From an optimization exercise on the open Yosys and OpenROAD flow, aimed at small area; shortcuts taken in it are not production practice.
Only simulation tests tie the RTL to the original design; equivalence was not proved.

Setup of alpha:
## board
module board (
    input clk, reset, car_entered, is_uni_car_entered, car_exited, is_uni_car_exited,
    output [15:0] uni_parked_car, parked_car,
    output [15:0] uni_vacated_space, vacated_space,
    output uni_is_vacated_space, is_vacated_space
);
clock: 10.0 ns
lec_check: 0
abc_area: 1
cap_margin: 20
core_margin: 2
core_utilization: 40
slew_margin: 20
synth_hierarchical: 1
synth_minimum_keep_size: 0
standard.sh (not shown) runs the stock make flow with config.mk's settings and CLKGATE_MAP_FILE= SYNTH_SCRIPT=/design/flow/synth_recipe.tcl, a recipe that flattens the netlist after the stock synthesis.
==> flow/flow/run.sh <==
#!/bin/bash
# Layout with the standard ORFS flow and these changes:
#  - full adders are extracted only inside module fa; everything else is
#    mapped by ABC with the area script in abc_area.script;
#  - single-drive port buffers, a clock tree without dummy loads.
set -uo pipefail
here=$(pwd)
S=$here/scripts_mod
rm -rf "$S"; cp -r "$FLOW_HOME/scripts" "$S"
sed -i 's/extract_fa {\*}\[dont_use_extract_fa_args\]/extract_fa {*}[dont_use_extract_fa_args] fa/' "$S/synth.tcl"
cp "$here/flow/abc_area.script" "$S/abc_area.script"
export SCRIPTS_DIR=$S
export BUFFER_PORTS_ARGS="-buffer_cell sky130_fd_sc_hd__buf_1"
export CTS_ARGS="-sink_clustering_enable -repair_clock_nets -dont_use_dummy_load -buf_list sky130_fd_sc_hd__clkbuf_4"
export SKIP_REPAIR_TIE_FANOUT=1
bash standard.sh > standard.log 2>&1
==> flow/flow/abc_area.script <==
strash
dc2
&get -n
&dch -f
&nf -R 1000
&put
topo
#### Input delta (beta over alpha)
- ABC_AREA: 1 -> unset
==> flow/flow/run.sh <==
#!/bin/bash
# Standard ORFS layout with single-drive port buffers and a clock tree
# without dummy loads.
set -uo pipefail
export BUFFER_PORTS_ARGS="-buffer_cell sky130_fd_sc_hd__buf_1"
export CTS_ARGS="-sink_clustering_enable -repair_clock_nets -dont_use_dummy_load -buf_list sky130_fd_sc_hd__clkbuf_4"
bash standard.sh > standard.log 2>&1
removed: flow/flow/abc_area.script
Results
- Looking at master of the slowest instance on the critical path, the sky130_fd_sc_hd__or4_1 result is from beta; the sky130_fd_sc_hd__fa_1 one comes from alpha.
- beta vs. alpha: height of the chip went up by 4.5%.
- In the flow results for alpha and beta, the fmax is smaller on beta.
- Looking only at worst setup slack, and setting everything else aside, the higher value of alpha and beta goes to alpha.
The following lists how gamma was set up differently from beta:
- setting ABC_AREA to 1 for the first time
- changing CAP_MARGIN from 20 to 0
- changing SLEW_MARGIN from 20 to 0
==> flow/flow/run.sh <==
#!/bin/bash
# Layout with the standard ORFS flow and these changes:
#  - full adders are extracted only inside module fa; everything else is
#    mapped by ABC with the area script in abc_area.script;
#  - single-drive port buffers, a clock tree without dummy loads.
set -uo pipefail
here=$(pwd)
S=$here/scripts_mod
rm -rf "$S"; cp -r "$FLOW_HOME/scripts" "$S"
sed -i 's/extract_fa {\*}\[dont_use_extract_fa_args\]/extract_fa {*}[dont_use_extract_fa_args] fa/' "$S/synth.tcl"
cp "$here/flow/abc_area.script" "$S/abc_area.script"
export SCRIPTS_DIR=$S
export BUFFER_PORTS_ARGS="-buffer_cell sky130_fd_sc_hd__buf_1"
export CTS_ARGS="-dont_use_dummy_load -buf_list sky130_fd_sc_hd__clkbuf_8 -sink_clustering_size 40 -sink_clustering_max_diameter 400 -sink_clustering_enable"
export SKIP_REPAIR_TIE_FANOUT=1
bash standard.sh > standard.log 2>&1
==> flow/flow/abc_area.script (new file) <==
strash
dc2
&get -n
&dch -f
&nf -R 1000
&put
topo
Results
- gamma finished end to end and its layout was clean on timing, DRC and antenna.
- Critical path depth down 1 in gamma wrt beta
- The via count of the first global-routing pass number comes out higher for beta vs gamma.
- Setup slack: gamma more than beta
- Relative slew slack: gamma vs beta up 3.3 points
- Delta(count of unique library cells instantiated by Yosys, gamma - beta) < 0
- gamma against beta: portion of the layout cell area used by clock cells now larger, die area now smaller, design area now smaller.
Inputs modified between gamma and delta:
- SLEW_MARGIN now 20, was 0
- CAP_MARGIN now 20, was 0
- ABC_AREA no longer set, was 1
==> flow/run.sh (new file) <==
#!/bin/bash
# synth_recipe.tcl (not shown) runs the flow's synth.tcl, then flattens the netlist and writes it again
# the make line also repeats each setting of config.mk as NAME=value (left out here)
make -C /OpenROAD-flow-scripts/flow DESIGN_CONFIG=/design/flow/config.mk WORK_HOME=/design/flow/orfs CLKGATE_MAP_FILE= SYNTH_SCRIPT=/design/flow/synth_recipe.tcl finish
removed: flow/flow/run.sh
removed: flow/flow/abc_area.script
removed: flow/standard.sh
==> comparison <==
Re post-detailed-route count of antenna-violating nets: no difference whatsoever between gamma and delta. Measured against gamma, the cell count of delta comes out at 1.10 times the reference value. Of delta and gamma, the run reporting the lower global-route usage was gamma. gamma → delta: fraction of the cycle the final worst path needs up 1.3 points, placer's final routability congestion estimate decreased about 1.9%, achievable clock frequency decreased 0.0015 GHz. Higher post-detailed-route wirelength per cell among delta and gamma: delta. delta vs gamma — instance count on the critical path rose about 4%. Going from gamma to delta, hold slack has remained practically unchanged, critical path's largest stage delay up 20 ps.

-- static timing again, ports no longer ideal --
The flow's constraints put no driver on any port. The routed layouts listed below were extracted and timed again, unchanged, in two steps. Step 1 sets driving cells, clkbuf_16 on the clock port and buf_2 on the other inputs (assumed; they add their load-dependent delay and slew). Step 2 times the ports against the registers' clock, not the clock port: input delays grow and output delays shrink by t, the midpoint of the rising clock arrivals with the driver on. Slacks: ideal / step 1 / step 2; pairs: ideal / step 1.
run	t (ns)	setup WS [ns]	hold WS [ns]	worst setup path after step 2	pins driven straight from the clock port
alpha	0.341	0.688 / 0.688 / 0.688	0.384 / 0.384 / 0.384	register to register	1
beta	0.348	0.573 / 0.573 / 0.573	0.380 / 0.380 / 0.380	register to register	1
gamma	0.297	0.726 / 0.726 / 0.726	0.377 / 0.377 / 0.377	register to register	1
delta	0.312	0.597 / 0.597 / 0.597	0.378 / 0.378 / 0.378	register to register	1
After both steps every run listed still meets setup and hold.
